This is an optimization exercise on Yosys and OpenROAD, whose aim is small area, not a production implementation. Only simulation tests tie the RTL to the original design; equivalence was not proved.

## flow/config.mk

```make
export PLATFORM = sky130hd
export DESIGN_NAME = primeFinder
export DESIGN_NICKNAME = primeFinder
export VERILOG_FILES = /design/flow/design.v
export SDC_FILE = /design/flow/constraint.sdc
export NUM_CORES = 4
export LEC_CHECK = 0
export CAP_MARGIN = 20
export CORE_MARGIN = 2
export CORE_UTILIZATION = 40
export SLEW_MARGIN = 20
```

## flow/constraint.sdc

```tcl
create_clock -name core_clock -period 25.0 [get_ports {clk}]
set_input_delay 5.0000 -clock core_clock [delete_from_list [all_inputs] [get_ports {clk}]]
set_output_delay 5.0000 -clock core_clock [all_outputs]
set_load 0.01 [all_outputs]
```

## flow/design.v

```verilog
module PrimeCounter(Clock, Reset_n, En, Increment, TC, Count);
	parameter width = 32;
	parameter count_limit = 1000000;
	parameter rollover = 0;
	input Clock, En, Reset_n;
	input [9:0] Increment;
	output TC;
	output reg [width - 1 : 0 ] Count;
	reg tc_reg;
	assign TC = tc_reg;		 
	always @(posedge Clock)
	begin
		if (!Reset_n) begin
			Count <= 0;
			tc_reg <= 0;
		end
		else begin
			if(Count >= (count_limit - 1) ) begin		 
				tc_reg <= 1;
				if (rollover) begin
					Count <= 0;
				end
				else begin
					Count <= Count;
				end
			end
			else if(En && (Count < (count_limit - 1) ) ) begin
				Count <= Count + Increment;
				tc_reg <= 0;
			end
			else begin
				Count <= Count;
			end
		end
	end
endmodule
module PrimeStateMachine( clk, SW, KEYS, CountBlockDone, DispSelect, LoadVal, NextState);
	input clk;
	input [9:0] SW;
	input [3:0] KEYS;
	input CountBlockDone;
	output reg [1:0] DispSelect;
	output reg [19:0] LoadVal;
	output [1:0] NextState;
	reg [1:0] state;
	wire Reset;
	wire LSB_Entry;
	wire MSB_Entry;
	reg sync_LSB;
	reg sync_MSB;
	reg sync_Reset;
	assign Reset = KEYS[3];
	assign LSB_Entry = KEYS[0];
	assign MSB_Entry = KEYS[1];
	assign NextState = state;
	always@(posedge clk) begin : StateMachine
		parameter LSB_Load = 0, MSB_Load = 1, Calculate = 3, Display = 2;		 
		sync_LSB <= LSB_Entry;
		sync_MSB <= MSB_Entry;
		sync_Reset <= Reset;
		if(!sync_Reset) begin
			state <= LSB_Load;
			LoadVal <= 0;
			DispSelect <= 0;
		end
		else begin
			case (state)
				LSB_Load : begin
					LoadVal[9:0] <= SW;
					DispSelect <= 0;
					if( !sync_LSB ) begin		 
						state <= MSB_Load;
					end
				end
				MSB_Load : begin
					LoadVal[19:10] <= SW;
					DispSelect <= 0;
					if( !sync_MSB) begin		 
						state <= Calculate;
					end
				end
				Calculate : begin
					DispSelect <= 1;
					if(CountBlockDone) begin
						state <= Display;
					end
					else begin
						state <= Calculate;
					end
				end
				Display : begin
					DispSelect <= 2;
				end
			endcase
		end
	end
endmodule
module SevenSegment(value, disp0, disp1, disp2, disp3, disp4, disp5);
	input [19:0] value;
	output [6:0] disp0;
	output [6:0] disp1;
	output [6:0] disp2;
	output [6:0] disp3;
	output [6:0] disp4;
	output [6:0] disp5;
	wire [ 3:0 ] DispValues [  5 : 0 ];		 
	assign DispValues[0] = value % 10;					
	assign DispValues[1] = (value/10) % 10;
	assign DispValues[2] = (value/100) % 10;
	assign DispValues[3] = (value/1000) % 10;
	assign DispValues[4] = (value/10000) % 10;
	assign DispValues[5] = (value/100000) % 10;
	BCD Disp_0( .value(DispValues[0]) , .disp(disp0) );
	BCD Disp_1( .value(DispValues[1]) , .disp(disp1) );
	BCD Disp_2( .value(DispValues[2]) , .disp(disp2) );
	BCD Disp_3( .value(DispValues[3]) , .disp(disp3) );
	BCD Disp_4( .value(DispValues[4]) , .disp(disp4) );
	BCD Disp_5( .value(DispValues[5]) , .disp(disp5) );	
endmodule
module BCD(value, disp);
	input [3:0] value;
	output reg [6:0] disp;
	always @(*)
	begin
		case(value)
			4'b0000 : disp [6:0] <= 7'b1000000; 
			4'b0001 : disp [6:0] <= 7'b1111001; 
			4'b0010 : disp [6:0] <= 7'b0100100; 
			4'b0011 : disp [6:0] <= 7'b0110000; 
			4'b0100 : disp [6:0] <= 7'b0011001; 
			4'b0101 : disp [6:0] <= 7'b0010010; 
			4'b0110 : disp [6:0] <= 7'b0000010; 
			4'b0111 : disp [6:0] <= 7'b1111000; 
			4'b1000 : disp [6:0] <= 7'b0000000; 
			4'b1001 : disp [6:0] <= 7'b0011000; 
			default:	disp [6:0] <= 7'b0000001; 
		endcase
	end	
endmodule
module primeFinder(clk, SW, KEYS, LEDR, HEX0, HEX1, HEX2, HEX3, HEX4, HEX5);
	parameter DIGITS_OUT = 6;
	parameter WIDTH = 20;		 
	input clk;
	input [9:0] SW;
	input [3:0] KEYS;
	output [9:0] LEDR;
	output [6:0] HEX0;
	output [6:0] HEX1;
	output [6:0] HEX2;
	output [6:0] HEX3;
	output [6:0] HEX4;
	output [6:0] HEX5;
	wire Reset;
	assign Reset = KEYS[3];
	wire [ WIDTH - 1 : 0] InputValue;
	reg [ WIDTH - 1 : 0] TimeTaken;
	wire CounterBlockEnable;
	wire [ WIDTH - 1 : 0] LargestPrime_out;
	wire [ WIDTH - 1 : 0] LargestPrime = 20'd888888;
	reg [ WIDTH - 1 : 0] PrimeLimit;
	wire [1:0] state_out;
	wire [1:0] DisplaySelect;
	reg [WIDTH - 1 : 0 ] DisplayVal;
	wire PrimeDetermined;
	always@(posedge clk) begin
		if(~state_out[1]) begin
			DisplayVal <= InputValue;		 
		end
		else if (state_out[0]) begin
			DisplayVal <= TimeTaken;			 
		end
		else if (~state_out[0]) begin		 
			DisplayVal <= LargestPrime;
		end
		else begin
			DisplayVal <= 0;
		end
	end
	assign LEDR[0] = (~state_out[0] & ~state_out[1] );
	assign LEDR[1] = ( state_out[0] & ~state_out[1] );
	assign LEDR[2] = ( state_out[0] & state_out[1] );
	assign LEDR[3] = ( ~state_out[0] & state_out[1] );
	SevenSegment Display_0 (.value(DisplayVal[19:0]),
									.disp0(HEX0),
									.disp1(HEX1),
									.disp2(HEX2),
									.disp3(HEX3),
									.disp4(HEX4),
									.disp5(HEX5)
									);
	PrimeStateMachine SM_0(.clk(clk) ,
									.SW(SW[9:0]),
									.KEYS(KEYS[3:0]), 
									.CountBlockDone(PrimeDetermined),  
									.DispSelect(DisplaySelect),
									.LoadVal(InputValue[19:0]),
									.NextState(state_out[1:0]) 
									);
	always@(posedge clk) begin
		if(~state_out[1]) begin
			PrimeLimit <= InputValue;		 
		end
		else if (state_out[0]) begin
			PrimeLimit <= InputValue;			 
		end
		else if (~state_out[0]) begin		 
			PrimeLimit <= 0;
		end
		else begin
			PrimeLimit <= 0;
		end
	end
	wire RTC_Reset;
	wire RTC_Enable;
	wire RTC_TC;
	assign RTC_Enable = (state_out[1] & state_out[0] );
	assign RTC_Reset = KEYS[3];
	assign LEDR[9] = RTC_Enable;
	assign LEDR[8] = RTC_TC;
	assign LEDR[7:4] = 4'b0000;
	wire [25:0] RTC_Count;
	PrimeCounter CalculationTime( .Clock(clk),
											.Reset_n(RTC_Reset),
											.En(RTC_Enable),
											.Increment(1'b1),
											.TC(RTC_TC),
											.Count(RTC_Count)
											);
	defparam CalculationTime.width = 26;
	defparam CalculationTime.count_limit = 100;
	defparam CalculationTime.rollover = 1;
	assign PrimeDetermined = (TimeTaken >= 1000);
	wire RTC_TC_Rise = ~RTC_TC & (RTC_Count >= (100 - 1));
	always@(posedge clk) begin
		if(!RTC_Reset) begin
			TimeTaken <= 0;
		end
		else if(RTC_TC_Rise) begin
			TimeTaken <= TimeTaken + 1;
		end
	end
endmodule
```

## flow/run.sh

```bash
#!/bin/bash
# synth_recipe.tcl (not shown) runs the flow's synth.tcl, then flattens the netlist and writes it again
# the make line also repeats each setting of config.mk as NAME=value (left out here)
make -C /OpenROAD-flow-scripts/flow DESIGN_CONFIG=/design/flow/config.mk WORK_HOME=/design/flow/orfs CLKGATE_MAP_FILE= SYNTH_SCRIPT=/design/flow/synth_recipe.tcl finish
```

==> results.txt <==
-- cells by family (layout without fill, tap and decap cells) --
kind of cell,count (synthesis),after routing
flops,92,92
mux,72,72
other cells,1,23
fa+ha+maj,61,61
compound gates,922,922
simple gates,1005,1005
buf+inv,257,191
xor+xnor,124,124
-- layer usage --
layer	share of wire [%]	up-vias	routed length [µm]	GRT usage, %
met5	0	-	0	0
met4	2.0	0	1110	6.27
met3	4.9	90	2670	1.22
met2	48	636	26100	39.8
met1	45	9280	24400	29.5
li1	-	9532	-	-
-- metrics by stage --
| stage | utilization [%] | hold WS, ps |
|---|---|---|
| 4_1_cts | 42.7 | 470 |
| 2_1_floorplan | - | 441 |
| 5_1_grt | 42.7 | 496 |
| 6_report | 42.7 | 466 |
| 3_5_place_dp | 42.0 | 460 |
| 3_3_place_gp | 42.0 | 459 |
-- critical path: cells and delay by family, from the launching register on --
| family | cells | cell delay [ps] |
|---|---|---|
| xor gates and xnor gates | 2 | 380 |
| DFF | 1 | 310 |
| buffers and inverters | 5 | 1290 |
| and+or+nand+nor | 13 | 4530 |
| AOI/OAI and AO/OA | 17 | 6300 |
| adders and majority gates | 2 | 400 |
-- path summary, 6_finish.rpt --
path	to	slack, ps	depth (start not counted)
worst min-delay path	SM_0.LoadVal[2]	470	2
worst max register to register	TimeTaken[19]	21680	10
worst min register to register	SM_0.LoadVal[2]	470	2
worst max-delay path	HEX2[0]	6410	39
-- layout make-up --
type | instances | area [µm²]
fill | 4627 | 25200
clock inverter | 7 | 67.6
tap | 592 | 741
timing repair buffer | 87 | 806
clock buffer | 9 | 225
sequential | 92 | 1840
multi-input combinational | 2207 | 14800
inverter | 88 | 330
-- cells in the final DEF (no fill, tap or decap), types with 18 or more instances in the layout --
cell type | Yosys | routed
o31ai_1 | 37 | 37
nand4_1 | 39 | 39
nor3_1 | 103 | 103
mux2i_1 | 44 | 44
a21oi_1 | 145 | 144
or3_1 | 33 | 33
nand3_1 | 89 | 89
nand2_1 | 257 | 257
o21ai_0 | 147 | 147
nor2_1 | 214 | 214
and2_1 | 47 | 47
a211o_1 | 21 | 21
or2_2 | 26 | 26
o221ai_1 | 19 | 18
nor4_1 | 28 | 28
ha_1 | 50 | 50
and3_1 | 27 | 27
a31oi_1 | 53 | 53
nand2b_1 | 30 | 30
xor2_1 | 24 | 24
o22ai_1 | 29 | 29
a21o_1 | 24 | 24
clkdlybuf4s50_1 | 0 | 61
a211oi_1 | 42 | 42
conb_1 | 1 | 23
o21ai_1 | 19 | 19
buf_4 | 22 | 26
xnor2_1 | 96 | 96
nor2b_1 | 20 | 20
inv_1 | 77 | 77
o211ai_1 | 40 | 40
o21a_1 | 33 | 33
a21boi_0 | 30 | 30
dfxtp_1 | 92 | 91
==> impl_metrics.json <==
{
  "finalWorstSetupSlack_ps": 6410,
  "criticalPathCategory": "reg -> out",
  "drc": 0,
  "die-width_um": 214,
  "synth_edf_count": 0,
  "overall_overflow_remaining_after_global_route": 0,
  "synth_top_area_cell": "dfxtp_1",
  "gp_routability_congestion": 0.903,
  "worstHoldPathType": "reg -> reg",
  "largest_net_degree_at_the_start_of_global_routing": 62,
  "portBuffers": 61,
  "grt_antenna_before_repair": 0,
  "finalHoldViolCount": 0,
  "drive_above_1_share_pct": 8.55,
  "worst_setup_hold_path_clk_slew_ps": 70,
  "grt_use_total_pct": 22.5,
  "detailedPlacementHpwl_um": 40200,
  "syn_avg_cell_area_um2": 6.98,
  "grt_pass1_wl_um": 90500,
  "registers.top_by_ff_count": "CalculationTime.Count",
  "netlist_area_mm2": 0.0177,
  "adder_cell_share_of_the_synthesized_area_pct": 4.16,
  "worst_pin_slew_ps": 1120,
  "cts_buffers": 9,
  "ys_top_cells_by_area": "dfxtp_1, nand2_1, xnor2_1",
  "initialDrtViolationCount": 1587,
  "htree_num_levels": 3,
  "routed_wire_length_per_instance_um": 17.6,
  "drt-vias-per-instance": 6.34,
  "start_util_pct": 40.3,
  "post-synth-top-area-fraction_pct": 10.4,
  "worst_hold_startpoint": "SM_0.LoadVal[2]",
  "core-area_mm2": 0.0439,
  "clkLatencyLatePin_ps": 340,
  "grt_setup_unrepaired": "no",
  "synth_xor_area_share_pct": 6.37,
  "asyncSetResetFlopFracSynth_pct": 0,
  "cts-root-to-sink-buffers": 2,
  "preCtsSetupSlack_ps": 6990,
  "final_min_period_over_clock_period_pct": 74.4,
  "number_of_gates_given_a_new_drive_strength_after_cts": 0,
  "critical_path_arrival_ps": 13590,
  "synth_top_family_by_area": "compound AO/OA/AOI/OAI gates",
  "synth_ff_type": "dfxtp_1",
  "synth.yosys.warnings": 5,
  "yosys.area_share.simple_pct": 29.0,
  "design_area_mm2": 0.0188,
  "postSynthRegisterBits": 92,
  "slowest_stage": "nor2_1",
  "post-synth-top-count-cell": "nand2_1",
  "root_buffer": "clkbuf_16",
  "finalClockSkew_ps": 6.24,
  "finalWorstPathRequiredPeriod_ps": 18590,
  "number_of_flip_flops_in_the_largest_register": 26,
  "crit_fanout": 59,
  "ys_top_cells_by_count": "nand2_1, nor2_1, o21ai_0",
  "maxSlewViolCount": 0,
  "crit_start": "DisplayVal[17]",
  "design.die.area_mm2": 0.0459,
  "post_synthesis_cell_type_count": 141,
  "floorplan.die.height_um": 214,
  "totalNegativeSetupSlack_ps": 0,
  "cts.sink_count": 92,
  "hold_buffers": 0,
  "synth.yosys.seq_area_share_pct": 10.4,
  "achievable-frequency_mhz": 53.8,
  "rows": 77,
  "drtPass1Iterations": 6,
  "detailed_place.area_mm2": 0.0185,
  "post-place-cells": 3066,
  "via_count_of_the_routed_design": 19500,
  "num_antenna_cells": 0,
  "timing.critical_path.from_type": "flip-flop",
  "stdcell_count": 3082,
  "nNetsFinal": 2550,
  "muxShareOfSynthArea_pct": 4.63,
  "tritoncts": "built",
  "number_of_setup_violations_in_the_final_report": 0,
  "syn_to_final_growth_pct": 6.11,
  "max-cap-violations": 0,
  "critPathRequiredTime_ps": 20000,
  "crit-reg2reg-launch": "CalculationTime.Count[0]",
  "postSynthCellCount": 2534,
  "drt.antenna.violating_nets": 0,
  "critical_path.endpoint_type": "output pin",
  "cts_post_setup_buffers_inserted": 0,
  "ioPinCount": 67,
  "slew_margin_rel_pct": 25.3,
  "wirelength_um": 54300,
  "outcome": "finished clean",
  "critical_path.max_stage_delay_ps": 760,
  "vias_in_the_first_global_route": 18200,
  "synth-compound-area-share_pct": 38.6
}

-- afterwards: timing with drivers on the ports --
The flow's constraints put no driver on any port. The routed layout listed below was extracted and timed again, unchanged, in two steps. Step 1: set_driving_cell puts a clkbuf_16 on clk and a buf_2 on each other input, an assumption about the parent block. Step 2 also shifts input and output timing later by t, the mid clock arrival at the registers, as if the neighbouring blocks saw the same clock. Three values: no drivers, after step 1, after step 2; two values: the first two.
t (ns): 0.372
setup WS [ns]: 6.412 / 6.380 / 6.753
worst hold slack (ns): 0.466 / 0.466 / 0.466
worst register clock-pin slew, ns: 0.07 / 0.07
pins driven straight from the clock port: 1
After both steps setup and hold are still met in this run. For this run, drivers alone change the setup slack by -0.032 ns; drivers and shift together by +0.341 ns.
